This design comes from an exercise in tuning for small area, a short achievable clock period and few clock cycles per item on the open sky130 flow, not from production work. No functional check of the RTL was part of any run shown here. Power and IR drop assume default switching activity.

**flow/flow/run.sh**
```bash
#!/bin/bash
set -euo pipefail
bash standard.sh SETUP_SLACK_MARGIN=8.5 finish > standard.log 2>&1
```
**flow/standard.sh**
```bash
#!/bin/bash
# synth_recipe.tcl (not shown) runs the flow's synth.tcl, then flattens the netlist and writes it again
# the make line also repeats each setting of config.mk as NAME=value (left out here)
make -C /OpenROAD-flow-scripts/flow DESIGN_CONFIG=/design/flow/config.mk WORK_HOME=/design/flow/orfs CLKGATE_MAP_FILE= SYNTH_SCRIPT=/design/flow/synth_recipe.tcl "${@:-finish}"
```
**flow/config.mk**
```make
export PLATFORM = sky130hd
export DESIGN_NAME = geofence
export DESIGN_NICKNAME = geofence
export VERILOG_FILES = /design/flow/design.v
export SDC_FILE = /design/flow/constraint.sdc
export NUM_CORES = 4
export LEC_CHECK = 0
export CAP_MARGIN = 20
export CORE_MARGIN = 2
export CORE_UTILIZATION = 70
export SLEW_MARGIN = 20
export SYNTH_HIERARCHICAL = 1
export SYNTH_MINIMUM_KEEP_SIZE = 0
```
**flow/constraint.sdc**
```tcl
create_clock -name core_clock -period 12.0 [get_ports {clk}]
set_input_delay 2.4000 -clock core_clock [delete_from_list [all_inputs] [get_ports {clk}]]
set_output_delay 2.4000 -clock core_clock [all_outputs]
set_load 0.01 [all_outputs]
```
**flow/design.v**
```verilog
module geofence ( clk,reset,X,Y,valid,is_inside);
  input clk;
  input reset;
  input [9:0] X;
  input [9:0] Y;
  output reg valid;
  output reg is_inside;
  reg  [16:1] st;                       
  reg  [9:0]  px, py;                   
  reg  [10:0] v0x, v0y;                 
  reg  [10:0] max_, may, mbx, mby, mcx, mcy;   
  reg  [10:0] uax, uay, ubx, uby;       
  reg  [10:0] vqx, vqy;                 
  reg  [10:0] ax, ay, bx, by;           
  reg         has_a, has_b, hit;
  reg         g3, g4, g5, gop;          
  reg         ok_ab, ok_5, fast;       
  wire [10:0] vx, vy;
  smdiff u_dx (.a(X), .b(px), .v(vx));
  smdiff u_dy (.a(Y), .b(py), .v(vy));
  wire neg;
  xsm u (.clk(clk), .ax(uax), .ay(uay), .bx(ubx), .by(uby), .neg(neg));
  wire r_init = st[5];          
  wire r_cmp  = st[8] | st[10] | st[12];
  wire repl = r_cmp & (neg | (gop ? ~has_b : ~has_a));    
  wire set_a = (r_init & ~neg) | (repl & ~gop);
  wire set_b = (r_init & neg) | (repl & gop);
  reg  [10:0] ua_ex, ua_ey, ub_ex, ub_ey, vq_ex, vq_ey;
  reg         ta, tb;                   
  always @(*) begin
    ua_ex = max_; ua_ey = may; ub_ex = v0x; ub_ey = v0y; vq_ex = vqx; vq_ey = vqy;
    ta = 1'b0; tb = 1'b0;
    case (1'b1)
      st[6]: begin ua_ex = ax; ua_ey = ay; ub_ex = max_; ub_ey = may;    
                   vq_ex = max_; vq_ey = may; end
      st[7]: begin ua_ex = mcx; ua_ey = mcy; end                         
      st[8]: begin vq_ex = mbx; vq_ey = mby;                             
                   if (g3) begin ua_ex = mbx; ua_ey = mby; ub_ex = bx; ub_ey = by; tb = gop; end
                   else    begin ua_ex = ax; ua_ey = ay; ub_ex = mbx; ub_ey = mby; ta = ~gop; end
             end
      st[9]: begin ua_ex = max_; ua_ey = may; end                        
      st[10]: begin vq_ex = mcx; vq_ey = mcy;                             
                   if (g4) begin ua_ex = mcx; ua_ey = mcy; ub_ex = bx; ub_ey = by; tb = gop; end
                   else    begin ua_ex = ax; ua_ey = ay; ub_ex = mcx; ub_ey = mcy; ta = ~gop; end
             end
      st[11]: begin ua_ex = bx; ua_ey = by; ub_ex = max_; ub_ey = may; end   
      st[12]: begin ua_ex = bx; ua_ey = by; ub_ex = ax; ub_ey = ay;       
                   ta = gop; tb = ~gop; end
      st[13]: begin if (g5) begin ua_ex = max_; ua_ey = may; ub_ex = ax; ub_ey = ay; end
                   else    begin ua_ex = bx; ua_ey = by; ub_ex = max_; ub_ey = may; end
             end
      default: ;
    endcase
  end
  wire r6 = st[6] & neg;          
  wire r11 = st[11] & neg;        
  wire take_a = repl & ta;
  wire take_b = repl & tb;
  wire [10:0] uax_r = take_a ? vqx : ((r6 | r11) ? max_ : ua_ex);
  wire [10:0] uay_r = take_a ? vqy : ((r6 | r11) ? may : ua_ey);
  wire use_v = st[3] | st[4] | st[5];
  wire [10:0] uax_n, uay_n, vqx_n, vqy_n;
  mux11 u_mux_ax (.s(use_v), .a(vx), .b(uax_r), .y(uax_n));
  mux11 u_mux_ay (.s(use_v), .a(vy), .b(uay_r), .y(uay_n));
  mux11 u_mux_qx (.s(st[3]), .a(vx), .b(vq_ex), .y(vqx_n));    
  mux11 u_mux_qy (.s(st[3]), .a(vy), .b(vq_ey), .y(vqy_n));
  wire [10:0] ubx_n = take_b ? vqx : (r6 ? bx : r11 ? ax : ub_ex);
  wire [10:0] uby_n = take_b ? vqy : (r6 ? by : r11 ? ay : ub_ey);
  wire gop_n = st[6] ? neg : st[8] ? g3 : st[10] ? g4 : gop;
  wire has_o = g5 ? has_a : has_b;
  wire res = has_o & (hit | (fast ? (ok_5 | (has_a & has_b & ~neg)) : (ok_ab | ~neg)));
  wire fin = fast ? st[14] : st[15];
  always @(posedge clk or posedge reset) begin
    if (reset) begin
      st <= 16'd1;
    end else begin
      st <= valid ? 16'd1 : {st[15:1], 1'b0};
    end
  end
  always @(posedge clk) begin
    valid <= fin;
    is_inside <= res;
    if (st[1]) begin px <= X; py <= Y; end
    if (st[2]) begin v0x <= vx; v0y <= vy; end
    if (st[4] | st[7]) begin max_ <= vx; may <= vy; end        
    if (st[5]) begin mbx <= vx; mby <= vy; end                      
    if (st[6]) begin mcx <= vx; mcy <= vy; end                      
    uax <= uax_n; uay <= uay_n; ubx <= ubx_n; uby <= uby_n;
    vqx <= vqx_n; vqy <= vqy_n;
    gop <= gop_n;
    if (set_a) begin ax <= vqx; ay <= vqy; end
    if (set_b) begin bx <= vqx; by <= vqy; end
    if (r_init) begin has_a <= ~neg; has_b <= neg; end
    else if (repl) begin if (gop) has_b <= 1'b1; else has_a <= 1'b1; end
    if (st[7]) g3 <= neg;
    if (st[9]) g4 <= neg;
    if (st[11]) begin g5 <= neg; fast <= (neg == g4); end
    if (st[13]) ok_5 <= ~neg;
    if (st[14]) ok_ab <= has_a & has_b & ~neg;
    if (st[2]) hit <= 1'b0;
    else if ((st[3] | st[4] | st[5] | st[6] | st[7]) && X == px && Y == py) hit <= 1'b1;
  end
endmodule
module smdiff (input [9:0] a, input [9:0] b, output [10:0] v);
  wire [10:0] d1 = {1'b0, a} - {1'b0, b};
  wire [9:0]  d2 = b - a;
  assign v = {d1[10], d1[10] ? d2 : d1[9:0]};
endmodule
module mux11 (input s, input [10:0] a, input [10:0] b, output [10:0] y);
  assign y = s ? a : b;
endmodule
module xsm (input clk, input [10:0] ax, input [10:0] ay, input [10:0] bx, input [10:0] by, output neg);
  reg q585;
  reg q584;
  reg q583;
  reg q582;
  reg q581;
  reg q580;
  reg q579;
  reg q578;
  reg q577;
  reg q576;
  reg q575;
  reg q574;
  reg q573;
  reg q572;
  reg q571;
  reg q570;
  reg q569;
  reg q568;
  reg q567;
  reg q566;
  reg q565;
  reg q564;
  reg q563;
  reg q562;
  reg q561;
  reg q560;
  reg q559;
  reg q558;
  reg q557;
  reg q556;
  reg q555;
  reg q554;
  reg q553;
  reg q552;
  reg q551;
  reg q550;
  reg q549;
  reg q548;
  reg q547;
  reg q546;
  reg q545;
  reg q544;
  reg q543;
  reg q542;
  reg q541;
  reg q540;
  reg q539;
  reg q538;
  reg q537;
  reg q536;
  reg q535;
  reg q534;
  reg q533;
  reg q532;
  reg q531;
  reg q530;
  reg q529;
  wire p1 = ax[0] & by[0];
  wire p2 = ax[0] & by[1];
  wire p3 = ax[0] & by[2];
  wire p4 = ax[0] & by[3];
  wire p5 = ax[0] & by[4];
  wire p6 = ax[0] & by[5];
  wire p7 = ax[0] & by[6];
  wire p8 = ax[0] & by[7];
  wire p9 = ax[0] & by[8];
  wire p10 = ax[0] & by[9];
  wire p11 = ax[1] & by[0];
  wire p12 = ax[1] & by[1];
  wire p13 = ax[1] & by[2];
  wire p14 = ax[1] & by[3];
  wire p15 = ax[1] & by[4];
  wire p16 = ax[1] & by[5];
  wire p17 = ax[1] & by[6];
  wire p18 = ax[1] & by[7];
  wire p19 = ax[1] & by[8];
  wire p20 = ax[1] & by[9];
  wire p21 = ax[2] & by[0];
  wire p22 = ax[2] & by[1];
  wire p23 = ax[2] & by[2];
  wire p24 = ax[2] & by[3];
  wire p25 = ax[2] & by[4];
  wire p26 = ax[2] & by[5];
  wire p27 = ax[2] & by[6];
  wire p28 = ax[2] & by[7];
  wire p29 = ax[2] & by[8];
  wire p30 = ax[2] & by[9];
  wire p31 = ax[3] & by[0];
  wire p32 = ax[3] & by[1];
  wire p33 = ax[3] & by[2];
  wire p34 = ax[3] & by[3];
  wire p35 = ax[3] & by[4];
  wire p36 = ax[3] & by[5];
  wire p37 = ax[3] & by[6];
  wire p38 = ax[3] & by[7];
  wire p39 = ax[3] & by[8];
  wire p40 = ax[3] & by[9];
  wire p41 = ax[4] & by[0];
  wire p42 = ax[4] & by[1];
  wire p43 = ax[4] & by[2];
  wire p44 = ax[4] & by[3];
  wire p45 = ax[4] & by[4];
  wire p46 = ax[4] & by[5];
  wire p47 = ax[4] & by[6];
  wire p48 = ax[4] & by[7];
  wire p49 = ax[4] & by[8];
  wire p50 = ax[4] & by[9];
  wire p51 = ax[5] & by[0];
  wire p52 = ax[5] & by[1];
  wire p53 = ax[5] & by[2];
  wire p54 = ax[5] & by[3];
  wire p55 = ax[5] & by[4];
  wire p56 = ax[5] & by[5];
  wire p57 = ax[5] & by[6];
  wire p58 = ax[5] & by[7];
  wire p59 = ax[5] & by[8];
  wire p60 = ax[5] & by[9];
  wire p61 = ax[6] & by[0];
  wire p62 = ax[6] & by[1];
  wire p63 = ax[6] & by[2];
  wire p64 = ax[6] & by[3];
  wire p65 = ax[6] & by[4];
  wire p66 = ax[6] & by[5];
  wire p67 = ax[6] & by[6];
  wire p68 = ax[6] & by[7];
  wire p69 = ax[6] & by[8];
  wire p70 = ax[6] & by[9];
  wire p71 = ax[7] & by[0];
  wire p72 = ax[7] & by[1];
  wire p73 = ax[7] & by[2];
  wire p74 = ax[7] & by[3];
  wire p75 = ax[7] & by[4];
  wire p76 = ax[7] & by[5];
  wire p77 = ax[7] & by[6];
  wire p78 = ax[7] & by[7];
  wire p79 = ax[7] & by[8];
  wire p80 = ax[7] & by[9];
  wire p81 = ax[8] & by[0];
  wire p82 = ax[8] & by[1];
  wire p83 = ax[8] & by[2];
  wire p84 = ax[8] & by[3];
  wire p85 = ax[8] & by[4];
  wire p86 = ax[8] & by[5];
  wire p87 = ax[8] & by[6];
  wire p88 = ax[8] & by[7];
  wire p89 = ax[8] & by[8];
  wire p90 = ax[8] & by[9];
  wire p91 = ax[9] & by[0];
  wire p92 = ax[9] & by[1];
  wire p93 = ax[9] & by[2];
  wire p94 = ax[9] & by[3];
  wire p95 = ax[9] & by[4];
  wire p96 = ax[9] & by[5];
  wire p97 = ax[9] & by[6];
  wire p98 = ax[9] & by[7];
  wire p99 = ax[9] & by[8];
  wire p100 = ax[9] & by[9];
  wire p101 = ~(ay[0] & bx[0]);
  wire p102 = ~(ay[0] & bx[1]);
  wire p103 = ~(ay[0] & bx[2]);
  wire p104 = ~(ay[0] & bx[3]);
  wire p105 = ~(ay[0] & bx[4]);
  wire p106 = ~(ay[0] & bx[5]);
  wire p107 = ~(ay[0] & bx[6]);
  wire p108 = ~(ay[0] & bx[7]);
  wire p109 = ~(ay[0] & bx[8]);
  wire p110 = ~(ay[0] & bx[9]);
  wire p111 = ~(ay[1] & bx[0]);
  wire p112 = ~(ay[1] & bx[1]);
  wire p113 = ~(ay[1] & bx[2]);
  wire p114 = ~(ay[1] & bx[3]);
  wire p115 = ~(ay[1] & bx[4]);
  wire p116 = ~(ay[1] & bx[5]);
  wire p117 = ~(ay[1] & bx[6]);
  wire p118 = ~(ay[1] & bx[7]);
  wire p119 = ~(ay[1] & bx[8]);
  wire p120 = ~(ay[1] & bx[9]);
  wire p121 = ~(ay[2] & bx[0]);
  wire p122 = ~(ay[2] & bx[1]);
  wire p123 = ~(ay[2] & bx[2]);
  wire p124 = ~(ay[2] & bx[3]);
  wire p125 = ~(ay[2] & bx[4]);
  wire p126 = ~(ay[2] & bx[5]);
  wire p127 = ~(ay[2] & bx[6]);
  wire p128 = ~(ay[2] & bx[7]);
  wire p129 = ~(ay[2] & bx[8]);
  wire p130 = ~(ay[2] & bx[9]);
  wire p131 = ~(ay[3] & bx[0]);
  wire p132 = ~(ay[3] & bx[1]);
  wire p133 = ~(ay[3] & bx[2]);
  wire p134 = ~(ay[3] & bx[3]);
  wire p135 = ~(ay[3] & bx[4]);
  wire p136 = ~(ay[3] & bx[5]);
  wire p137 = ~(ay[3] & bx[6]);
  wire p138 = ~(ay[3] & bx[7]);
  wire p139 = ~(ay[3] & bx[8]);
  wire p140 = ~(ay[3] & bx[9]);
  wire p141 = ~(ay[4] & bx[0]);
  wire p142 = ~(ay[4] & bx[1]);
  wire p143 = ~(ay[4] & bx[2]);
  wire p144 = ~(ay[4] & bx[3]);
  wire p145 = ~(ay[4] & bx[4]);
  wire p146 = ~(ay[4] & bx[5]);
  wire p147 = ~(ay[4] & bx[6]);
  wire p148 = ~(ay[4] & bx[7]);
  wire p149 = ~(ay[4] & bx[8]);
  wire p150 = ~(ay[4] & bx[9]);
  wire p151 = ~(ay[5] & bx[0]);
  wire p152 = ~(ay[5] & bx[1]);
  wire p153 = ~(ay[5] & bx[2]);
  wire p154 = ~(ay[5] & bx[3]);
  wire p155 = ~(ay[5] & bx[4]);
  wire p156 = ~(ay[5] & bx[5]);
  wire p157 = ~(ay[5] & bx[6]);
  wire p158 = ~(ay[5] & bx[7]);
  wire p159 = ~(ay[5] & bx[8]);
  wire p160 = ~(ay[5] & bx[9]);
  wire p161 = ~(ay[6] & bx[0]);
  wire p162 = ~(ay[6] & bx[1]);
  wire p163 = ~(ay[6] & bx[2]);
  wire p164 = ~(ay[6] & bx[3]);
  wire p165 = ~(ay[6] & bx[4]);
  wire p166 = ~(ay[6] & bx[5]);
  wire p167 = ~(ay[6] & bx[6]);
  wire p168 = ~(ay[6] & bx[7]);
  wire p169 = ~(ay[6] & bx[8]);
  wire p170 = ~(ay[6] & bx[9]);
  wire p171 = ~(ay[7] & bx[0]);
  wire p172 = ~(ay[7] & bx[1]);
  wire p173 = ~(ay[7] & bx[2]);
  wire p174 = ~(ay[7] & bx[3]);
  wire p175 = ~(ay[7] & bx[4]);
  wire p176 = ~(ay[7] & bx[5]);
  wire p177 = ~(ay[7] & bx[6]);
  wire p178 = ~(ay[7] & bx[7]);
  wire p179 = ~(ay[7] & bx[8]);
  wire p180 = ~(ay[7] & bx[9]);
  wire p181 = ~(ay[8] & bx[0]);
  wire p182 = ~(ay[8] & bx[1]);
  wire p183 = ~(ay[8] & bx[2]);
  wire p184 = ~(ay[8] & bx[3]);
  wire p185 = ~(ay[8] & bx[4]);
  wire p186 = ~(ay[8] & bx[5]);
  wire p187 = ~(ay[8] & bx[6]);
  wire p188 = ~(ay[8] & bx[7]);
  wire p189 = ~(ay[8] & bx[8]);
  wire p190 = ~(ay[8] & bx[9]);
  wire p191 = ~(ay[9] & bx[0]);
  wire p192 = ~(ay[9] & bx[1]);
  wire p193 = ~(ay[9] & bx[2]);
  wire p194 = ~(ay[9] & bx[3]);
  wire p195 = ~(ay[9] & bx[4]);
  wire p196 = ~(ay[9] & bx[5]);
  wire p197 = ~(ay[9] & bx[6]);
  wire p198 = ~(ay[9] & bx[7]);
  wire p199 = ~(ay[9] & bx[8]);
  wire p200 = ~(ay[9] & bx[9]);
  wire ks0 = ~(ax[10] ^ by[10]);
  wire s201, c202;
  fa1 us201 (.a(p10), .b(p19), .ci(p28), .s(s201), .co(c202));
  wire s203 = p20 ^ p29;
  wire c204 = p20 & p29;
  wire s205, c206;
  fa1 us205 (.a(p7), .b(p16), .ci(p25), .s(s205), .co(c206));
  wire s207, c208;
  fa1 us207 (.a(p8), .b(p17), .ci(p26), .s(s207), .co(c208));
  wire s209, c210;
  fa1 us209 (.a(p35), .b(p44), .ci(p53), .s(s209), .co(c210));
  wire s211 = p62 ^ p71;
  wire c212 = p62 & p71;
  wire s213, c214;
  fa1 us213 (.a(p9), .b(p18), .ci(p27), .s(s213), .co(c214));
  wire s215, c216;
  fa1 us215 (.a(p36), .b(p45), .ci(p54), .s(s215), .co(c216));
  wire s217, c218;
  fa1 us217 (.a(p63), .b(p72), .ci(p81), .s(s217), .co(c218));
  wire s219, c220;
  fa1 us219 (.a(p109), .b(p118), .ci(p127), .s(s219), .co(c220));
  wire s221 = p136 ^ p145;
  wire c222 = p136 & p145;
  wire s223, c224;
  fa1 us223 (.a(p37), .b(p46), .ci(p55), .s(s223), .co(c224));
  wire s225, c226;
  fa1 us225 (.a(p64), .b(p73), .ci(p82), .s(s225), .co(c226));
  wire s227, c228;
  fa1 us227 (.a(p91), .b(p110), .ci(p119), .s(s227), .co(c228));
  wire s229, c230;
  fa1 us229 (.a(p128), .b(p137), .ci(p146), .s(s229), .co(c230));
  wire s231, c232;
  fa1 us231 (.a(p155), .b(p164), .ci(p173), .s(s231), .co(c232));
  wire s233 = p182 ^ p191;
  wire c234 = p182 & p191;
  wire s235, c236;
  fa1 us235 (.a(p38), .b(p47), .ci(p56), .s(s235), .co(c236));
  wire s237, c238;
  fa1 us237 (.a(p65), .b(p74), .ci(p83), .s(s237), .co(c238));
  wire s239, c240;
  fa1 us239 (.a(p92), .b(p120), .ci(p129), .s(s239), .co(c240));
  wire s241, c242;
  fa1 us241 (.a(p138), .b(p147), .ci(p156), .s(s241), .co(c242));
  wire s243, c244;
  fa1 us243 (.a(p165), .b(p174), .ci(p183), .s(s243), .co(c244));
  wire s245, c246;
  fa1 us245 (.a(p192), .b(1'b1), .ci(c202), .s(s245), .co(c246));
  wire s247, c248;
  fa1 us247 (.a(p30), .b(p39), .ci(p48), .s(s247), .co(c248));
  wire s249, c250;
  fa1 us249 (.a(p57), .b(p66), .ci(p75), .s(s249), .co(c250));
  wire s251, c252;
  fa1 us251 (.a(p84), .b(p93), .ci(p130), .s(s251), .co(c252));
  wire s253, c254;
  fa1 us253 (.a(p139), .b(p148), .ci(p157), .s(s253), .co(c254));
  wire s255, c256;
  fa1 us255 (.a(p166), .b(p175), .ci(p184), .s(s255), .co(c256));
  wire s257, c258;
  fa1 us257 (.a(p40), .b(p49), .ci(p58), .s(s257), .co(c258));
  wire s259, c260;
  fa1 us259 (.a(p67), .b(p76), .ci(p85), .s(s259), .co(c260));
  wire s261, c262;
  fa1 us261 (.a(p94), .b(p140), .ci(p149), .s(s261), .co(c262));
  wire s263, c264;
  fa1 us263 (.a(p50), .b(p59), .ci(p68), .s(s263), .co(c264));
  wire s265, c266;
  fa1 us265 (.a(p5), .b(p14), .ci(p23), .s(s265), .co(c266));
  wire s267, c268;
  fa1 us267 (.a(p6), .b(p15), .ci(p24), .s(s267), .co(c268));
  wire s269, c270;
  fa1 us269 (.a(p33), .b(p42), .ci(p51), .s(s269), .co(c270));
  wire s271 = p106 ^ p115;
  wire c272 = p106 & p115;
  wire s273, c274;
  fa1 us273 (.a(p34), .b(p43), .ci(p52), .s(s273), .co(c274));
  wire s275, c276;
  fa1 us275 (.a(p61), .b(p107), .ci(p116), .s(s275), .co(c276));
  wire s277, c278;
  fa1 us277 (.a(p125), .b(p134), .ci(p143), .s(s277), .co(c278));
  wire s279 = p152 ^ p161;
  wire c280 = p152 & p161;
  wire s281, c282;
  fa1 us281 (.a(p108), .b(p117), .ci(p126), .s(s281), .co(c282));
  wire s283, c284;
  fa1 us283 (.a(p135), .b(p144), .ci(p153), .s(s283), .co(c284));
  wire s285, c286;
  fa1 us285 (.a(p162), .b(p171), .ci(1'b1), .s(s285), .co(c286));
  wire s287, c288;
  fa1 us287 (.a(c206), .b(s207), .ci(s209), .s(s287), .co(c288));
  wire s289, c290;
  fa1 us289 (.a(p154), .b(p163), .ci(p172), .s(s289), .co(c290));
  wire s291, c292;
  fa1 us291 (.a(p181), .b(1'b1), .ci(c208), .s(s291), .co(c292));
  wire s293, c294;
  fa1 us293 (.a(c210), .b(c212), .ci(s213), .s(s293), .co(c294));
  wire s295, c296;
  fa1 us295 (.a(s215), .b(s217), .ci(s219), .s(s295), .co(c296));
  wire s297, c298;
  fa1 us297 (.a(1'b1), .b(c214), .ci(c216), .s(s297), .co(c298));
  wire s299, c300;
  fa1 us299 (.a(c218), .b(c220), .ci(c222), .s(s299), .co(c300));
  wire s301, c302;
  fa1 us301 (.a(s223), .b(s225), .ci(s227), .s(s301), .co(c302));
  wire s303, c304;
  fa1 us303 (.a(s229), .b(s231), .ci(s233), .s(s303), .co(c304));
  wire s305, c306;
  fa1 us305 (.a(c224), .b(c226), .ci(c228), .s(s305), .co(c306));
  wire s307, c308;
  fa1 us307 (.a(c230), .b(c232), .ci(c234), .s(s307), .co(c308));
  wire s309, c310;
  fa1 us309 (.a(s235), .b(s237), .ci(s239), .s(s309), .co(c310));
  wire s311, c312;
  fa1 us311 (.a(s241), .b(s243), .ci(s203), .s(s311), .co(c312));
  wire s313, c314;
  fa1 us313 (.a(p193), .b(c236), .ci(c238), .s(s313), .co(c314));
  wire s315, c316;
  fa1 us315 (.a(c240), .b(c242), .ci(c244), .s(s315), .co(c316));
  wire s317, c318;
  fa1 us317 (.a(s247), .b(s249), .ci(s251), .s(s317), .co(c318));
  wire s319, c320;
  fa1 us319 (.a(s253), .b(s255), .ci(c204), .s(s319), .co(c320));
  wire s321, c322;
  fa1 us321 (.a(p158), .b(p167), .ci(p176), .s(s321), .co(c322));
  wire s323, c324;
  fa1 us323 (.a(p185), .b(p194), .ci(c248), .s(s323), .co(c324));
  wire s325, c326;
  fa1 us325 (.a(c250), .b(c252), .ci(c254), .s(s325), .co(c326));
  wire s327, c328;
  fa1 us327 (.a(c256), .b(s257), .ci(s259), .s(s327), .co(c328));
  wire s329, c330;
  fa1 us329 (.a(p77), .b(p86), .ci(p95), .s(s329), .co(c330));
  wire s331, c332;
  fa1 us331 (.a(p150), .b(p159), .ci(p168), .s(s331), .co(c332));
  wire s333, c334;
  fa1 us333 (.a(p177), .b(p186), .ci(p195), .s(s333), .co(c334));
  wire s335, c336;
  fa1 us335 (.a(c258), .b(c260), .ci(c262), .s(s335), .co(c336));
  wire s337, c338;
  fa1 us337 (.a(p60), .b(p69), .ci(p78), .s(s337), .co(c338));
  wire s339, c340;
  fa1 us339 (.a(p87), .b(p96), .ci(p160), .s(s339), .co(c340));
  wire s341, c342;
  fa1 us341 (.a(p169), .b(p178), .ci(p187), .s(s341), .co(c342));
  wire s343, c344;
  fa1 us343 (.a(p70), .b(p79), .ci(p88), .s(s343), .co(c344));
  wire s345 = p3 ^ p12;
  wire c346 = p3 & p12;
  wire s347, c348;
  fa1 us347 (.a(p4), .b(p13), .ci(p22), .s(s347), .co(c348));
  wire s349, c350;
  fa1 us349 (.a(p31), .b(p104), .ci(p113), .s(s349), .co(c350));
  wire s351, c352;
  fa1 us351 (.a(p32), .b(p41), .ci(p105), .s(s351), .co(c352));
  wire s353, c354;
  fa1 us353 (.a(p114), .b(p123), .ci(p132), .s(s353), .co(c354));
  wire s355 = p141 ^ 1'b1;
  wire c356 = p141 & 1'b1;
  wire s357, c358;
  fa1 us357 (.a(p124), .b(p133), .ci(p142), .s(s357), .co(c358));
  wire s359, c360;
  fa1 us359 (.a(p151), .b(1'b1), .ci(c266), .s(s359), .co(c360));
  wire s361, c362;
  fa1 us361 (.a(s267), .b(s269), .ci(s271), .s(s361), .co(c362));
  wire s363, c364;
  fa1 us363 (.a(1'b1), .b(c268), .ci(c270), .s(s363), .co(c364));
  wire s365, c366;
  fa1 us365 (.a(c272), .b(s273), .ci(s275), .s(s365), .co(c366));
  wire s367, c368;
  fa1 us367 (.a(s277), .b(s279), .ci(s205), .s(s367), .co(c368));
  wire s369, c370;
  fa1 us369 (.a(c274), .b(c276), .ci(c278), .s(s369), .co(c370));
  wire s371, c372;
  fa1 us371 (.a(c280), .b(s281), .ci(s283), .s(s371), .co(c372));
  wire s373, c374;
  fa1 us373 (.a(s285), .b(s211), .ci(s287), .s(s373), .co(c374));
  wire s375, c376;
  fa1 us375 (.a(c282), .b(c284), .ci(c286), .s(s375), .co(c376));
  wire s377, c378;
  fa1 us377 (.a(s289), .b(s221), .ci(c288), .s(s377), .co(c378));
  wire s379, c380;
  fa1 us379 (.a(s291), .b(s293), .ci(s295), .s(s379), .co(c380));
  wire s381, c382;
  fa1 us381 (.a(c290), .b(s201), .ci(c292), .s(s381), .co(c382));
  wire s383, c384;
  fa1 us383 (.a(c294), .b(c296), .ci(s297), .s(s383), .co(c384));
  wire s385, c386;
  fa1 us385 (.a(s299), .b(s301), .ci(s303), .s(s385), .co(c386));
  wire s387, c388;
  fa1 us387 (.a(c298), .b(c300), .ci(c302), .s(s387), .co(c388));
  wire s389, c390;
  fa1 us389 (.a(c304), .b(s305), .ci(s307), .s(s389), .co(c390));
  wire s391, c392;
  fa1 us391 (.a(s309), .b(s311), .ci(s245), .s(s391), .co(c392));
  wire s393, c394;
  fa1 us393 (.a(c306), .b(c308), .ci(c310), .s(s393), .co(c394));
  wire s395, c396;
  fa1 us395 (.a(c312), .b(s313), .ci(s315), .s(s395), .co(c396));
  wire s397, c398;
  fa1 us397 (.a(s317), .b(s319), .ci(c246), .s(s397), .co(c398));
  wire s399, c400;
  fa1 us399 (.a(s321), .b(s261), .ci(c314), .s(s399), .co(c400));
  wire s401, c402;
  fa1 us401 (.a(c316), .b(c318), .ci(c320), .s(s401), .co(c402));
  wire s403, c404;
  fa1 us403 (.a(s323), .b(s325), .ci(s327), .s(s403), .co(c404));
  wire s405, c406;
  fa1 us405 (.a(c322), .b(s329), .ci(s331), .s(s405), .co(c406));
  wire s407, c408;
  fa1 us407 (.a(s333), .b(s263), .ci(c324), .s(s407), .co(c408));
  wire s409, c410;
  fa1 us409 (.a(c326), .b(c328), .ci(s335), .s(s409), .co(c410));
  wire s411, c412;
  fa1 us411 (.a(p196), .b(c330), .ci(c332), .s(s411), .co(c412));
  wire s413, c414;
  fa1 us413 (.a(c334), .b(s337), .ci(s339), .s(s413), .co(c414));
  wire s415, c416;
  fa1 us415 (.a(s341), .b(c264), .ci(c336), .s(s415), .co(c416));
  wire s417, c418;
  fa1 us417 (.a(p97), .b(p170), .ci(p179), .s(s417), .co(c418));
  wire s419, c420;
  fa1 us419 (.a(p188), .b(p197), .ci(c338), .s(s419), .co(c420));
  wire s421, c422;
  fa1 us421 (.a(c340), .b(c342), .ci(s343), .s(s421), .co(c422));
  wire s423, c424;
  fa1 us423 (.a(p80), .b(p89), .ci(p98), .s(s423), .co(c424));
  wire s425, c426;
  fa1 us425 (.a(p180), .b(p189), .ci(p198), .s(s425), .co(c426));
  wire s427 = p2 ^ p11;
  wire c428 = p2 & p11;
  wire s429, c430;
  fa1 us429 (.a(p21), .b(p103), .ci(p112), .s(s429), .co(c430));
  wire s431 = p121 ^ 1'b1;
  wire c432 = p121 & 1'b1;
  wire s433, c434;
  fa1 us433 (.a(p122), .b(p131), .ci(1'b1), .s(s433), .co(c434));
  wire s435, c436;
  fa1 us435 (.a(c346), .b(s347), .ci(s349), .s(s435), .co(c436));
  wire s437, c438;
  fa1 us437 (.a(c348), .b(c350), .ci(s351), .s(s437), .co(c438));
  wire s439, c440;
  fa1 us439 (.a(s353), .b(s355), .ci(s265), .s(s439), .co(c440));
  wire s441, c442;
  fa1 us441 (.a(c352), .b(c354), .ci(c356), .s(s441), .co(c442));
  wire s443, c444;
  fa1 us443 (.a(s357), .b(s359), .ci(s361), .s(s443), .co(c444));
  wire s445, c446;
  fa1 us445 (.a(c358), .b(c360), .ci(c362), .s(s445), .co(c446));
  wire s447, c448;
  fa1 us447 (.a(s363), .b(s365), .ci(s367), .s(s447), .co(c448));
  wire s449, c450;
  fa1 us449 (.a(c364), .b(c366), .ci(c368), .s(s449), .co(c450));
  wire s451, c452;
  fa1 us451 (.a(s369), .b(s371), .ci(s373), .s(s451), .co(c452));
  wire s453, c454;
  fa1 us453 (.a(c370), .b(c372), .ci(s375), .s(s453), .co(c454));
  wire s455, c456;
  fa1 us455 (.a(c374), .b(s377), .ci(s379), .s(s455), .co(c456));
  wire s457, c458;
  fa1 us457 (.a(c376), .b(c378), .ci(c380), .s(s457), .co(c458));
  wire s459, c460;
  fa1 us459 (.a(s381), .b(s383), .ci(s385), .s(s459), .co(c460));
  wire s461, c462;
  fa1 us461 (.a(c382), .b(c384), .ci(c386), .s(s461), .co(c462));
  wire s463, c464;
  fa1 us463 (.a(s387), .b(s389), .ci(s391), .s(s463), .co(c464));
  wire s465, c466;
  fa1 us465 (.a(c388), .b(c390), .ci(c392), .s(s465), .co(c466));
  wire s467, c468;
  fa1 us467 (.a(s393), .b(s395), .ci(s397), .s(s467), .co(c468));
  wire s469, c470;
  fa1 us469 (.a(c394), .b(c396), .ci(c398), .s(s469), .co(c470));
  wire s471, c472;
  fa1 us471 (.a(s399), .b(s401), .ci(s403), .s(s471), .co(c472));
  wire s473, c474;
  fa1 us473 (.a(s405), .b(c400), .ci(c402), .s(s473), .co(c474));
  wire s475, c476;
  fa1 us475 (.a(c404), .b(s407), .ci(s409), .s(s475), .co(c476));
  wire s477, c478;
  fa1 us477 (.a(c406), .b(s411), .ci(s413), .s(s477), .co(c478));
  wire s479, c480;
  fa1 us479 (.a(c408), .b(c410), .ci(s415), .s(s479), .co(c480));
  wire s481, c482;
  fa1 us481 (.a(s417), .b(c412), .ci(c414), .s(s481), .co(c482));
  wire s483, c484;
  fa1 us483 (.a(s419), .b(s421), .ci(c416), .s(s483), .co(c484));
  wire s485, c486;
  fa1 us485 (.a(c418), .b(s423), .ci(s425), .s(s485), .co(c486));
  wire s487, c488;
  fa1 us487 (.a(c344), .b(c420), .ci(c422), .s(s487), .co(c488));
  wire s489, c490;
  fa1 us489 (.a(p90), .b(p99), .ci(p190), .s(s489), .co(c490));
  wire s491, c492;
  fa1 us491 (.a(p199), .b(c424), .ci(c426), .s(s491), .co(c492));
  wire s493 = p102 ^ p111;
  wire c494 = p102 & p111;
  wire s495, c496;
  fa1 us495 (.a(c428), .b(s429), .ci(s431), .s(s495), .co(c496));
  wire s497, c498;
  fa1 us497 (.a(c430), .b(c432), .ci(s433), .s(s497), .co(c498));
  wire s499, c500;
  fa1 us499 (.a(c434), .b(c436), .ci(s437), .s(s499), .co(c500));
  wire s501, c502;
  fa1 us501 (.a(c438), .b(c440), .ci(s441), .s(s501), .co(c502));
  wire s503, c504;
  fa1 us503 (.a(c442), .b(c444), .ci(s445), .s(s503), .co(c504));
  wire s505, c506;
  fa1 us505 (.a(c446), .b(c448), .ci(s449), .s(s505), .co(c506));
  wire s507, c508;
  fa1 us507 (.a(c450), .b(s453), .ci(c452), .s(s507), .co(c508));
  wire s509, c510;
  fa1 us509 (.a(c454), .b(c456), .ci(s457), .s(s509), .co(c510));
  wire s511, c512;
  fa1 us511 (.a(c458), .b(c460), .ci(s461), .s(s511), .co(c512));
  wire s513, c514;
  fa1 us513 (.a(c462), .b(c464), .ci(s465), .s(s513), .co(c514));
  wire s515, c516;
  fa1 us515 (.a(c466), .b(c468), .ci(s469), .s(s515), .co(c516));
  wire s517, c518;
  fa1 us517 (.a(c470), .b(c472), .ci(s473), .s(s517), .co(c518));
  wire s519, c520;
  fa1 us519 (.a(s477), .b(c474), .ci(c476), .s(s519), .co(c520));
  wire s521, c522;
  fa1 us521 (.a(c478), .b(s481), .ci(c480), .s(s521), .co(c522));
  wire s523, c524;
  fa1 us523 (.a(s485), .b(c482), .ci(s487), .s(s523), .co(c524));
  wire s525, c526;
  fa1 us525 (.a(s489), .b(c486), .ci(s491), .s(s525), .co(c526));
  wire s527, c528;
  fa1 us527 (.a(p100), .b(p200), .ci(c490), .s(s527), .co(c528));
  wire s586 = q529 ^ q530;
  wire c587 = q529 & q530;
  wire s588, c589;
  fa1 us588 (.a(q532), .b(1'b1), .ci(q533), .s(s588), .co(c589));
  wire s590, c591;
  fa1 us590 (.a(q534), .b(q535), .ci(q536), .s(s590), .co(c591));
  wire s592, c593;
  fa1 us592 (.a(q537), .b(q538), .ci(q539), .s(s592), .co(c593));
  wire s594, c595;
  fa1 us594 (.a(q540), .b(q541), .ci(q542), .s(s594), .co(c595));
  wire s596, c597;
  fa1 us596 (.a(q543), .b(q544), .ci(q545), .s(s596), .co(c597));
  wire s598, c599;
  fa1 us598 (.a(q546), .b(q547), .ci(q548), .s(s598), .co(c599));
  wire s600, c601;
  fa1 us600 (.a(q549), .b(q550), .ci(q551), .s(s600), .co(c601));
  wire s602, c603;
  fa1 us602 (.a(q552), .b(q553), .ci(q554), .s(s602), .co(c603));
  wire s604, c605;
  fa1 us604 (.a(q555), .b(q556), .ci(q557), .s(s604), .co(c605));
  wire s606, c607;
  fa1 us606 (.a(q558), .b(q559), .ci(q560), .s(s606), .co(c607));
  wire s608, c609;
  fa1 us608 (.a(q561), .b(q562), .ci(q563), .s(s608), .co(c609));
  wire s610, c611;
  fa1 us610 (.a(q564), .b(q565), .ci(q566), .s(s610), .co(c611));
  wire s612, c613;
  fa1 us612 (.a(q567), .b(q568), .ci(q569), .s(s612), .co(c613));
  wire s614, c615;
  fa1 us614 (.a(q570), .b(q571), .ci(q572), .s(s614), .co(c615));
  wire s616, c617;
  fa1 us616 (.a(q573), .b(q574), .ci(q575), .s(s616), .co(c617));
  wire s618, c619;
  fa1 us618 (.a(q576), .b(q577), .ci(q578), .s(s618), .co(c619));
  wire s620, c621;
  fa1 us620 (.a(q579), .b(q580), .ci(q581), .s(s620), .co(c621));
  wire s622, c623;
  fa1 us622 (.a(q582), .b(q583), .ci(q584), .s(s622), .co(c623));
  reg s1r, s2r, z1r, z2r;
  always @(posedge clk) begin
    q529 <= p1;
    q530 <= p101;
    q531 <= ks0;
    q532 <= s493;
    q533 <= s427;
    q534 <= c494;
    q535 <= s495;
    q536 <= s345;
    q537 <= c496;
    q538 <= s497;
    q539 <= s435;
    q540 <= c498;
    q541 <= s499;
    q542 <= s439;
    q543 <= c500;
    q544 <= s501;
    q545 <= s443;
    q546 <= c502;
    q547 <= s503;
    q548 <= s447;
    q549 <= c504;
    q550 <= s505;
    q551 <= s451;
    q552 <= c506;
    q553 <= s507;
    q554 <= s455;
    q555 <= c508;
    q556 <= s509;
    q557 <= s459;
    q558 <= c510;
    q559 <= s511;
    q560 <= s463;
    q561 <= c512;
    q562 <= s513;
    q563 <= s467;
    q564 <= c514;
    q565 <= s515;
    q566 <= s471;
    q567 <= c516;
    q568 <= s517;
    q569 <= s475;
    q570 <= c518;
    q571 <= s519;
    q572 <= s479;
    q573 <= c520;
    q574 <= s521;
    q575 <= s483;
    q576 <= c522;
    q577 <= s523;
    q578 <= c484;
    q579 <= c524;
    q580 <= s525;
    q581 <= c488;
    q582 <= c526;
    q583 <= s527;
    q584 <= c492;
    q585 <= c528;
    s1r <= ax[10] ^ by[10]; s2r <= ~(ay[10] ^ bx[10]);
    z1r <= ~(|ax[9:0]) | ~(|by[9:0]); z2r <= ~(|ay[9:0]) | ~(|bx[9:0]);
  end
  wire [20:0] r0 = {1'b1, c623, c621, c619, c617, c615, c613, c611, c609, c607, c605, c603, c601, c599, c597, c595, c593, c591, c589, c587, s586};
  wire [20:0] r1 = {1'b0, q585, s622, s620, s618, s616, s614, s612, s610, s608, s606, s604, s602, s600, s598, s596, s594, s592, s590, s588, q531};
  wire [20:0] e = r0 + r1;
  wire e_neg = e[20];
  wire s1 = s1r, s2 = s2r, z1 = z1r, z2 = z2r;
  assign neg = (s1 == s2) ? (s1 & ~(z1 & z2)) : (s1 ^ e_neg);
endmodule
module fa1 (input a, input b, input ci, output s, output co);
  assign {co, s} = a + b + ci;
endmodule
```
==> flow_summary.rst, run 1 <==
.. list-table::
   :header-rows: 1

   * - Metric
     - Value
   * - Outcome
     - no timing/DRC/antenna violations
   * - Starting density of the core
     - 0.7103
   * - Flop and latch count out of synthesis
     - just over 300
   * - Share of power burned in combinational logic
     - 0.076
   * - Number of top-level pins
     - 24
   * - Post-route DRC
     - 0
   * - Avg WL per Cell
     - around 31 µm
   * - Crit-path slowest cell
     - fa_1
   * - Max Slew Vio Count
     - 0
   * - Most common library cell in the layout ignoring fill and taps
     - nand2_1
   * - Total Die Area
     - 32380 µm²
   * - Clock latency reported for the late side of the worst-skew pair
     - about 0.55 ns
   * - Worst voltage drop across the vdd grid
     - roughly 0.00014 V
   * - Fmax achieved
     - between 0.2 and 0.25 GHz
   * - Slew HR
     - 0.1855
   * - Die outline width
     - roughly 180 µm
   * - Number of DRC violations after detailed-routing iteration 0
     - 3771
   * - Transition time at the pin with the least slew margin
     - around 1.2 ns
   * - Average size of a mapped cell
     - about 11 µm²
   * - Clock tree from TritonCTS
     - built
   * - Category of the worst setup path launch point
     - register
   * - Category of the critical setup timing path
     - reg2reg
   * - Tcrit/Tclk final
     - 0.3425
   * - Static power due to leakage
     - between 10 and 15 nW
   * - Final Routed Wirelength
     - ~79000 µm
   * - Post-synth cell types
     - 79
   * - Sequential cell fraction of total power
     - 0.457
   * - Vias per Instance
     - between 7 and 8
   * - Number of enable flip-flop cells after synthesis
     - ~160
   * - Number of I/O port buffers
     - 23
   * - Max-cap violation count
     - 0
   * - Maximum number of pins on one net before global-route repair
     - 67
   * - Total routing resource utilization after global routing
     - 0.4612
   * - Number of rows created at floorplan
     - 64
   * - Reg-to-reg critical path startpoint
     - u.q579$_DFF_P_
   * - Top fanout value on the critical path
     - 7
   * - Sum of net half-perimeters after detailed placement
     - approximately 43000 µm
   * - Net count reported at finish
     - between 2k and 2.5k
   * - Initial antenna violation count
     - 6
   * - Launch point of the worst path
     - u.q579$_DFF_P_
   * - FILL cells
     - approximately 1.4k
   * - Sw power
     - around 0.57 mW
   * - GPL Wtd Cong
     - roughly 0.94
   * - Hold path start
     - st[14]$_DFF_PP0_
   * - TritonCTS Sinks
     - 306
   * - Worst Path Required
     - 12.49 ns
   * - CTS H-tree lvls
     - 2
   * - Vias post-DR
     - approximately 19k
   * - Area of the core
     - about 31000 µm²
   * - Worst path most repeated cell
     - buf_12
   * - Die height
     - between 150 and 200 µm
   * - Number of global-route vias before repair
     - between 15k and 20k
   * - Final count of negative-setup-slack endpoints
     - 0
   * - Number of buffers on the longest clock path
     - 3
   * - Growth of design area from synthesis to finish
     - 21.52%
   * - Total power of the final layout
     - 2.432 mW
   * - Fraction of synthesis flops using an asynchronous set or reset pin
     - 0.04902
   * - Switching power as a share of total power
     - 0.2350
   * - Internal power
     - about 1.9 mW
   * - Wire length of the first global-routing pass
     - ~110000 µm
   * - Worst-path clk slew
     - 0.06 ns
   * - Buf+Inv Stages, Crit Path
     - 4
   * - CP endpoint kind
     - register
   * - Clock buffers created by TritonCTS
     - 37
   * - Largest register by flop count
     - st
   * - Shortest clock period the worst path allows after layout
     - approximately 4.1 ns
   * - Synth Instances
     - between 2k and 2.5k
   * - GRT overflow
     - 0
   * - Share of final-layout standard cells stronger than drive strength 1
     - 0.2619
   * - Post-Route Skew
     - 0.03560 ns
   * - Unrepaired setup endpoints after global routing
     - true
   * - P per Cell Area
     - ~92 nW/µm²
   * - Count of endpoints failing hold in the final timing report
     - 0
   * - Syn Std Cell Area
     - roughly 22000 µm²
   * - Number of warnings issued by yosys
     - 8
   * - Most used cells in the layout excluding fill and tap cells
     - nand2_1 (180), fa_1 (170), edfxtp_1 (161)
   * - Ordered list of cells on the worst path
     - fa_1 -> ha_4 -> nand4_1 -> nor3_4 -> buf_12 -> buf_12 -> o311ai_4 -> a31o_1 -> o211a_4 -> buf_12 -> a21oi_4 -> buf_12 -> o21ai_0 -> a211oi_1 -> o221ai_1 -> a31oi_1 -> mux2_4
   * - Share of synthesized area occupied by flip-flops and latches
     - 0.3606
   * - Prevailing post-synth register cell
     - edfxtp_1
   * - DRT Pass-1 Iters
     - 10
   * - Setup_tns
     - 0 ns
   * - Path class of the lowest-slack min-delay path
     - reg2reg
   * - DRT antenna net count
     - 0
   * - Cell class contributing the biggest share of worst-path delay
     - compound AO/OA/AOI/OAI gates
   * - Clock network power share
     - 0.467
   * - Count of hold buffers inserted by post-cts repair
     - 0
   * - Delay of the slowest cell on the worst path
     - 0.52 ns
   * - Clk Tree Root Cell
     - clkbuf_16
   * - Largest register FFs
     - 15
   * - CP Data Arrival Time
     - approximately 4.6 ns
[final cells by class]
type                            instances  area, µm²  share of cell area
Antenna cell                            1      2.502          0.00009503
Clock buffer                           50       1100             0.04177
Clock inverter                         18      127.6            0.004847
Inverter                               79      346.6             0.01316
Multi-Input combinational cell       1520      14530              0.5517
Sequential cell                       306       7838              0.2976
Tap cell                              396      495.5             0.01882
Timing Repair Buffer                  173       1896             0.07199
[Yosys stat by module (local to each module, per instance)]
module / cells inside / flops+latches / copies in the design / area [µm²]
smdiff: 113 / 0 / 2 / 840.8
mux11: 12 / 0 / 4 / 172.7
fa1: 1 / 0 / 171 / 20.02
geofence: 1224 / 245 / 1 / 12800
xsm: 383 / 61 / 1 / 3070
[power groups by stage]
stage	clock (mW)	sequential, mW	combinational, mW
finish	1.14	1.11	0.185
global route	1.17	1.11	0.194
CTS	1.13	1.11	0.154
detailed placement	0	1.13	0.111
global placement	0	1.13	0.108
floorplan	0	1.13	0.0725
[synthesized netlist by cell type (9+ instances only)]
cell	n	area, µm²
nand2_1	188	705.7
fa_1	175	3503
edfxtp_1	161	4835
dfxtp_1	130	2603
a21oi_1	109	545.5
nor2_1	109	409.1
and2_1	101	631.9
o21ai_0	96	480.5
clkbuf_1	84	315.3
inv_1	73	274.0
mux2i_1	73	730.7
ha_1	67	838.3
a31oi_1	61	381.6
mux2_2	52	585.6
buf_2	43	215.2
mux2_4	40	600.6
a21o_1	34	255.2
a221oi_1	31	271.5
nor2b_1	29	181.4
xnor2_1	26	227.7
a22oi_1	24	180.2
nand3_1	21	105.1
nor3_1	18	90.09
o221ai_1	17	148.9
o22ai_1	17	106.4
o2111ai_1	15	131.4
buf_1	14	52.55
dfrtp_1	14	350.3
buf_6	13	146.4
nand2b_1	13	81.33
xor2_1	13	113.9
a2111oi_0	12	105.1
o311ai_1	12	105.1
and3_1	11	68.82
a211o_1	10	87.58
a222oi_1	10	100.1
a221o_1	9	90.09
[through the flow]
stage	hold WS (ns)	instance area, µm²	instances	utilization	setup slack [ns]
global placement	0.4643	22100	2347	0.7242	6.498
global route	0.5077	26330	2542	0.8630	7.827
CTS	0.4887	25330	2500	0.8303	8.072
finish	0.4872	26330	2543	0.8631	7.890
detailed placement	0.4710	22100	2347	0.7242	6.394
floorplan	0.3897	21900	2059	-	7.772
[worst reg2reg max path: stages (launching register included)]
cell and delay, ns:
dfxtp_2 0.32, fa_1 0.52, ha_4 0.30, nand4_1 0.14
nor3_4 0.28, buf_12 0.14, buf_12 0.11, o311ai_4 0.13
a31o_1 0.25, o211a_4 0.15, buf_12 0.14, a21oi_4 0.20
buf_12 0.16, o21ai_0 0.15, a211oi_1 0.36, o221ai_1 0.20
a31oi_1 0.31, mux2_4 0.20
[worst paths after layout]
kind	slack, ns	to	cells past startpoint
worst min register to register	0.49	valid$_DFF_P_	1
worst min-delay path	0.49	valid$_DFF_P_	1
min in group asynchronous	2.21	st[12]$_DFF_PP0_	2
worst max-delay path	7.89	uay[7]$_DFF_P_	17
worst max register to register	7.89	uay[7]$_DFF_P_	17
max in group asynchronous	9.39	st[5]$_DFF_PP0_	2
[logic make-up after synthesis]
group,share of synthesized area
other,0.0001731
multiplexers,0.08846
XOR/XNOR,0.01576
AND/OR/NAND/NOR,0.1209
AO/OA/AOI/OAI,0.1644
flip-flops,0.3606
adder cells (fa/ha/maj),0.2004
buffers and inverters,0.04943
[routing by layer]
| layer | share of wire | global-route usage | wire length [µm] |
|---|---|---|---|
| met1 | 0.32 | 0.5642 | 25420 |
| met2 | 0.44 | 0.7057 | 34880 |
| met3 | 0.15 | 0.1430 | 11970 |
| met4 | 0.090 | 0.3112 | 7167 |
| met5 | 0.00039 | 0 | 31 |
[what timing repair did]
item | CTS | global route
gates cloned | 13 | 2
resized for setup | 330 | 125
setup buffers | 72 | 40
endpoints found under the hold margin | 0 | 0
pin swaps | 88 | 80
setup endpoints to repair | 201 | 200
==> inputs of run 2 (changes only) <==
--- a/flow/design.v
+++ b/flow/design.v
@@ -5,8 +5,9 @@
   input [9:0] Y;
   output reg valid;
   output reg is_inside;
-  reg  [16:1] st;                       
+  reg  [16:0] st;                       
   reg  [9:0]  px, py;                   
+  reg  [9:0]  rx, ry;                   
   reg  [10:0] v0x, v0y;                 
   reg  [10:0] max_, may, mbx, mby, mcx, mcy;   
   reg  [10:0] uax, uay, ubx, uby;       
@@ -15,22 +16,26 @@
   reg         has_a, has_b, hit;
   reg         g3, g4, g5, gop;          
   reg         ok_ab, ok_5, fast;       
-  wire [10:0] vx, vy;
-  smdiff u_dx (.a(X), .b(px), .v(vx));
-  smdiff u_dy (.a(Y), .b(py), .v(vy));
+  wire [10:0] dx1 = {1'b0, rx} - {1'b0, px};
+  wire [10:0] dy1 = {1'b0, ry} - {1'b0, py};
+  wire [9:0]  dx2 = px - rx;
+  wire [9:0]  dy2 = py - ry;
+  wire [10:0] vx = {dx1[10], dx1[10] ? dx2 : dx1[9:0]};
+  wire [10:0] vy = {dy1[10], dy1[10] ? dy2 : dy1[9:0]};
   wire neg;
   xsm u (.clk(clk), .ax(uax), .ay(uay), .bx(ubx), .by(uby), .neg(neg));
-  wire r_init = st[5];          
-  wire r_cmp  = st[8] | st[10] | st[12];
+  wire r_init = (st[5]);          
+  wire r_cmp  = (st[8]) | (st[10]) | (st[12]);
   wire repl = r_cmp & (neg | (gop ? ~has_b : ~has_a));    
   wire set_a = (r_init & ~neg) | (repl & ~gop);
   wire set_b = (r_init & neg) | (repl & gop);
   reg  [10:0] ua_ex, ua_ey, ub_ex, ub_ey, vq_ex, vq_ey;
   reg         ta, tb;                   
   always @(*) begin
-    ua_ex = max_; ua_ey = may; ub_ex = v0x; ub_ey = v0y; vq_ex = vqx; vq_ey = vqy;
+    ua_ex = vx; ua_ey = vy; ub_ex = v0x; ub_ey = v0y; vq_ex = vqx; vq_ey = vqy;
     ta = 1'b0; tb = 1'b0;
     case (1'b1)
+      st[3]: begin vq_ex = vx; vq_ey = vy; end                           
       st[6]: begin ua_ex = ax; ua_ey = ay; ub_ex = max_; ub_ey = may;    
                    vq_ex = max_; vq_ey = may; end
       st[7]: begin ua_ex = mcx; ua_ey = mcy; end                         
@@ -52,41 +57,36 @@
       default: ;
     endcase
   end
-  wire r6 = st[6] & neg;          
-  wire r11 = st[11] & neg;        
+  wire r6 = (st[6]) & neg;        
+  wire r11 = (st[11]) & neg;      
   wire take_a = repl & ta;
   wire take_b = repl & tb;
-  wire [10:0] uax_r = take_a ? vqx : ((r6 | r11) ? max_ : ua_ex);
-  wire [10:0] uay_r = take_a ? vqy : ((r6 | r11) ? may : ua_ey);
-  wire use_v = st[3] | st[4] | st[5];
-  wire [10:0] uax_n, uay_n, vqx_n, vqy_n;
-  mux11 u_mux_ax (.s(use_v), .a(vx), .b(uax_r), .y(uax_n));
-  mux11 u_mux_ay (.s(use_v), .a(vy), .b(uay_r), .y(uay_n));
-  mux11 u_mux_qx (.s(st[3]), .a(vx), .b(vq_ex), .y(vqx_n));    
-  mux11 u_mux_qy (.s(st[3]), .a(vy), .b(vq_ey), .y(vqy_n));
+  wire [10:0] uax_n = take_a ? vqx : ((r6 | r11) ? max_ : ua_ex);
+  wire [10:0] uay_n = take_a ? vqy : ((r6 | r11) ? may : ua_ey);
   wire [10:0] ubx_n = take_b ? vqx : (r6 ? bx : r11 ? ax : ub_ex);
   wire [10:0] uby_n = take_b ? vqy : (r6 ? by : r11 ? ay : ub_ey);
-  wire gop_n = st[6] ? neg : st[8] ? g3 : st[10] ? g4 : gop;
+  wire gop_n = (st[6]) ? neg : (st[8]) ? g3 : (st[10]) ? g4 : gop;
   wire has_o = g5 ? has_a : has_b;
   wire res = has_o & (hit | (fast ? (ok_5 | (has_a & has_b & ~neg)) : (ok_ab | ~neg)));
-  wire fin = fast ? st[14] : st[15];
+  wire fin = fast ? (st[14]) : (st[15]);
   always @(posedge clk or posedge reset) begin
     if (reset) begin
-      st <= 16'd1;
+      st <= 17'd1;
     end else begin
-      st <= valid ? 16'd1 : {st[15:1], 1'b0};
+      st <= (st[16] || (fast && st[15])) ? 17'd1 : {st[15:0], 1'b0};
     end
   end
   always @(posedge clk) begin
     valid <= fin;
     is_inside <= res;
-    if (st[1]) begin px <= X; py <= Y; end
+    rx <= X; ry <= Y;
+    if (st[0]) begin px <= X; py <= Y; end
     if (st[2]) begin v0x <= vx; v0y <= vy; end
-    if (st[4] | st[7]) begin max_ <= vx; may <= vy; end        
-    if (st[5]) begin mbx <= vx; mby <= vy; end                      
-    if (st[6]) begin mcx <= vx; mcy <= vy; end                      
+    if (st[4] | st[7]) begin max_ <= vx; may <= vy; end    
+    if (st[5]) begin mbx <= vx; mby <= vy; end                    
+    if (st[6]) begin mcx <= vx; mcy <= vy; end                    
     uax <= uax_n; uay <= uay_n; ubx <= ubx_n; uby <= uby_n;
-    vqx <= vqx_n; vqy <= vqy_n;
+    vqx <= vq_ex; vqy <= vq_ey;
     gop <= gop_n;
     if (set_a) begin ax <= vqx; ay <= vqy; end
     if (set_b) begin bx <= vqx; by <= vqy; end
@@ -98,17 +98,9 @@
     if (st[13]) ok_5 <= ~neg;
     if (st[14]) ok_ab <= has_a & has_b & ~neg;
     if (st[2]) hit <= 1'b0;
-    else if ((st[3] | st[4] | st[5] | st[6] | st[7]) && X == px && Y == py) hit <= 1'b1;
+    else if ((st[3] | st[4] | st[5] | st[6] | st[7]) && rx == px && ry == py) hit <= 1'b1;
   end
 endmodule
-module smdiff (input [9:0] a, input [9:0] b, output [10:0] v);
-  wire [10:0] d1 = {1'b0, a} - {1'b0, b};
-  wire [9:0]  d2 = b - a;
-  assign v = {d1[10], d1[10] ? d2 : d1[9:0]};
-endmodule
-module mux11 (input s, input [10:0] a, input [10:0] b, output [10:0] y);
-  assign y = s ? a : b;
-endmodule
 module xsm (input clk, input [10:0] ax, input [10:0] ay, input [10:0] bx, input [10:0] by, output neg);
   reg q585;
   reg q584;
==> flow_summary.rst, run 2 <==
.. list-table::
   :header-rows: 1

   * - Metric
     - Value
   * - Outcome
     - no timing/DRC/antenna violations
   * - CP endpoint kind
     - register
   * - Delay of the slowest cell on the worst path
     - 0.63 ns
   * - Mux share of post-synthesis cell area
     - 0.06293
   * - DRT Pass-1 Iters
     - 16
   * - Initial antenna violation count
     - 2
   * - Post-route DRC
     - 0
   * - Synth Instances
     - between 2k and 2.5k
   * - Prevailing post-synth register cell
     - edfxtp_1
   * - Number of warnings issued by yosys
     - 8
   * - Unrepaired setup endpoints after global routing
     - true
   * - Category of the critical setup timing path
     - reg2reg
   * - Number of DRC violations after detailed-routing iteration 0
     - 3632
   * - P per Cell Area
     - between 100 and 150 nW/µm²
   * - Max Slew Vio Count
     - 0
   * - Static power due to leakage
     - between 9 and 10 nW
   * - Die height
     - between 150 and 200 µm
   * - Fraction of synthesis flops using an asynchronous set or reset pin
     - 0.05183
   * - Syn Std Cell Area
     - about 22000 µm²
   * - Final Routed Wirelength
     - between 70000 and 80000 µm
   * - Worst voltage drop across the vdd grid
     - 0.0001334 V
   * - Area of the core
     - ~30000 µm²
   * - Largest register FFs
     - 17
   * - Post-Route Skew
     - roughly 0.038 ns
   * - Share of synthesized area occupied by flip-flops and latches
     - 0.3851
   * - Synth top area share
     - 0.2494
   * - Clock latency reported for the late side of the worst-skew pair
     - roughly 0.55 ns
   * - Worst Slack Setup Final
     - between 8 and 9 ns
   * - Worst Setup Slack post-DPL
     - just over 7 ns
   * - Worst Path Required
     - between 10 and 15 ns
   * - Die outline width
     - between 150 and 200 µm
   * - Count of hold buffers inserted by post-cts repair
     - 0
   * - Placed Cells
     - between 2k and 2.5k
   * - Dominant combinational cell family by area after synthesis
     - adder cells
   * - Starting density of the core
     - 0.7146
   * - Maximum number of pins on one net before global-route repair
     - between 60 and 70
   * - Tcrit/Tclk final
     - 0.3091
   * - Transition time at the pin with the least slew margin
     - 1.226 ns
   * - Clk Tree Root Cell
     - clkbuf_16
   * - Final std cells w/o fill
     - approximately 2.5k
   * - Adder-cell share of the synthesized area
     - 0.1971
   * - Register-to-Register Setup Slack
     - 8.29 ns
   * - Category of the worst setup path launch point
     - register
   * - Most common cell in the netlist
     - nand2_1
   * - Post-synth cell types
     - a little under 90
   * - Ordered list of cells on the worst path
     - buf_4 -> nor2_2 -> buf_4 -> nand2_1 -> a211oi_4 -> buf_12 -> nor2_1 -> a21oi_2 -> nor2_1 -> and3_2 -> or3_1
   * - Sequential cell fraction of total power
     - 0.394
   * - Post-Synth Simple-Gate Area
     - 0.1195
   * - TritonCTS Sinks
     - around 330
   * - DRT antenna net count
     - 0
   * - Wire length of the first global-routing pass
     - 108800 µm
   * - Average size of a mapped cell
     - approximately 10 µm²
   * - Xor-xnor portion of the synthesized cell area
     - 0.007156
   * - Path class of the lowest-slack min-delay path
     - reg2reg
   * - Number of enable flip-flop cells after synthesis
     - between 150 and 200
   * - Number of I/O port buffers
     - 23
   * - Setup_tns
     - 0 ns
   * - Number of rows created at floorplan
     - 64
   * - Max-cap violation count
     - 0
   * - Vias per Instance
     - about 7.5
   * - Leading post-synthesis cells by cell area
     - edfxtp_1 (25%), fa_1 (16%), dfxtp_1 (12%)
   * - Most used cells in the layout excluding fill and tap cells
     - nand2_1 (183), edfxtp_1 (183), fa_1 (174)
   * - Crit-path slowest cell
     - dfrtp_2
   * - Sum of net half-perimeters after detailed placement
     - 44080 µm
   * - Total Die Area
     - 32910 µm²
   * - CTS H-tree lvls
     - 2
   * - Switching power as a share of total power
     - 0.3062
   * - Shortest clock period the worst path allows after layout
     - roughly 3.7 ns
   * - Clock tree from TritonCTS
     - built
   * - Share of power burned in combinational logic
     - 0.277
   * - Flop and latch count out of synthesis
     - about 330
   * - Buf+Inv Stages, Crit Path
     - 3
   * - Clock network power share
     - 0.329
   * - Net count reported at finish
     - around 2.3k
   * - GPL Wtd Cong
     - approximately 0.96
   * - Growth of design area from synthesis to finish
     - 12.39%
   * - Share of final-layout standard cells stronger than drive strength 1
     - 0.1343
   * - Internal power
     - around 2.4 mW
   * - Cell class contributing the biggest share of worst-path delay
     - simple AND/OR/NAND/NOR gates
   * - Ranking of synthesized cells by instance count
     - nand2_1 (186), edfxtp_1 (183), fa_1 (175)
   * - Dominant cell type by area after synthesis
     - edfxtp_1
   * - Total routing resource utilization after global routing
     - 0.4349
   * - Avg WL per Cell
     - 29.11 µm
   * - Final count of negative-setup-slack endpoints
     - 0
   * - Slew HR
     - 0.1797
   * - Fmax achieved
     - ~0.27 GHz
   * - Number of global-route vias before repair
     - roughly 19k
   * - Top fanout value on the critical path
     - 60
   * - Post-synthesis compound-gate area fraction
     - 0.1833
   * - Sw power
     - approximately 1.1 mW
   * - Number of top-level pins
     - 24
   * - Count of endpoints failing hold in the final timing report
     - 0
   * - Clock buffers created by TritonCTS
     - 36
   * - FILL cells
     - ~1.9k
   * - GRT overflow
     - 0
   * - Largest register by flop count
     - st
   * - Vias post-DR
     - about 19k
   * - CP Data Arrival Time
     - approximately 4.1 ns
   * - Number of buffers on the longest clock path
     - 3
   * - Worst-path clk slew
     - 0.06 ns
run 2: cell count changes after synthesis, sizes merged, moves of 17 or more:
cell,change
a211oi,+39
a21o,-25
a22oi,+24
a31oi,-52
buf,-34
clkbuf,+48
edfxtp,+22
mux2,-70
mux2i,+40
nand2b,+18
nor2b,-20
o211ai,+44
o311ai,-17
xnor2,-17
run 2: final timing paths:
| kind | from | cells after the start | endpoint |
|---|---|---|---|
| worst min-delay path | st[16]$_DFF_PP0_ | 1 | st[16]$_DFF_PP0_ |
| worst max-delay path | st[6]$_DFF_PP0_ | 11 | uax[7]$_DFF_P_ |
| worst max register to register | st[6]$_DFF_PP0_ | 11 | uax[7]$_DFF_P_ |
| min in group asynchronous | reset | 2 | st[2]$_DFF_PP0_ |
| max in group asynchronous | reset | 2 | st[8]$_DFF_PP0_ |
| worst min register to register | st[16]$_DFF_PP0_ | 1 | st[16]$_DFF_PP0_ |
run 2: cells by family (layout without fill, tap and decap cells):
logic type / after synthesis / count (layout)
compound gates: 588 / 588
mux: 135 / 135
other cells: 1 / 11
fa+ha+maj: 242 / 242
simple gates: 543 / 544
buf+inv: 247 / 245
flops: 328 / 328
xor+xnor: 18 / 18
run 2: area by class of cell:
cell class,instances,area (µm²),area share
sequential,328,8509,0.3437
clock inverter,14,162.7,0.006570
tap,396,495.5,0.02001
multi-input combinational,1535,13090,0.5287
inverter,73,282.8,0.01142
clock buffer,52,1074,0.04336
timing repair buffer,106,1137,0.04594
antenna,3,7.507,0.0003032
run 2: power by group through the flow:
| stage | Combinational, mW | Sequential (mW) | Clock [mW] |
|---|---|---|---|
| global route | 1.10 | 1.39 | 1.20 |
| global placement | 0.834 | 1.40 | 0 |
| finish | 0.973 | 1.38 | 1.16 |
| floorplan | 0.645 | 1.36 | 0 |
| detailed placement | 0.898 | 1.40 | 0 |
| CTS | 0.951 | 1.38 | 1.16 |
run 2: through the flow:
step | utilization | total power, mW | hold slack [ns] | instance area, µm²
after floorplan | - | 2.004 | 0.4032 | 22090
after global placement | 0.7285 | 2.229 | 0.4144 | 22460
after detailed placement | 0.7285 | 2.300 | 0.4331 | 22460
after CTS | 0.7918 | 3.486 | 0.4677 | 24410
after global routing | 0.8029 | 3.691 | 0.4812 | 24750
final | 0.8031 | 3.513 | 0.4640 | 24760
run 2: per-module statistics from Yosys (local to each module, per instance):
module / flip-flops and latches / cells / times used
geofence: 267 / 1548 / 1
xsm: 61 / 383 / 1
fa1: 0 / 1 / 171
run 2: what timing repair did:
item,in CTS,in global routing
pin swaps,34,20
buffers inserted,26,7
endpoints found under the hold margin,0,0
gates cloned,5,4
setup endpoints to repair,94,108
gates resized for setup,103,50
run 2: per-layer routing:
layer	global-route usage	share of wire	vias up
met5	0	0	-
met4	0.2657	0.079	0
met3	0.1316	0.15	575
met2	0.6667	0.44	1691
met1	0.5465	0.34	8935
li1	-	-	7606

[what the ideal ports hide]
The results above use ideal ports. As a check the final layouts listed here were re-extracted and re-timed, cells and wires unchanged. Step 1: set_driving_cell puts a clkbuf_16 on clk and a buf_2 on each other input, an assumption about the parent block. Step 2 moves the port delays by t, midway between the first and last clock arrival at a register: inputs arrive t later, outputs are due t later. That takes back most of the time a late clock gives input paths. Slacks: ideal / step 1 / step 2; pairs: ideal / step 1.
run | shift t [ns] | setup slack, ns | hold slack, ns | slew at the worst register clock pin (ns)
run 1 | 0.593 | 7.890 / 7.890 / 7.324 | 0.487 / 0.487 / 0.487 | 0.06 / 0.06
run 2 | 0.581 | 8.290 / 8.290 / 8.290 | 0.464 / 0.464 / 0.464 | 0.07 / 0.07
After both steps every run listed still meets setup and hold. The setup slack of run 1, which loses most, moves by 0.000 ns with the drivers and by -0.566 ns with both steps.
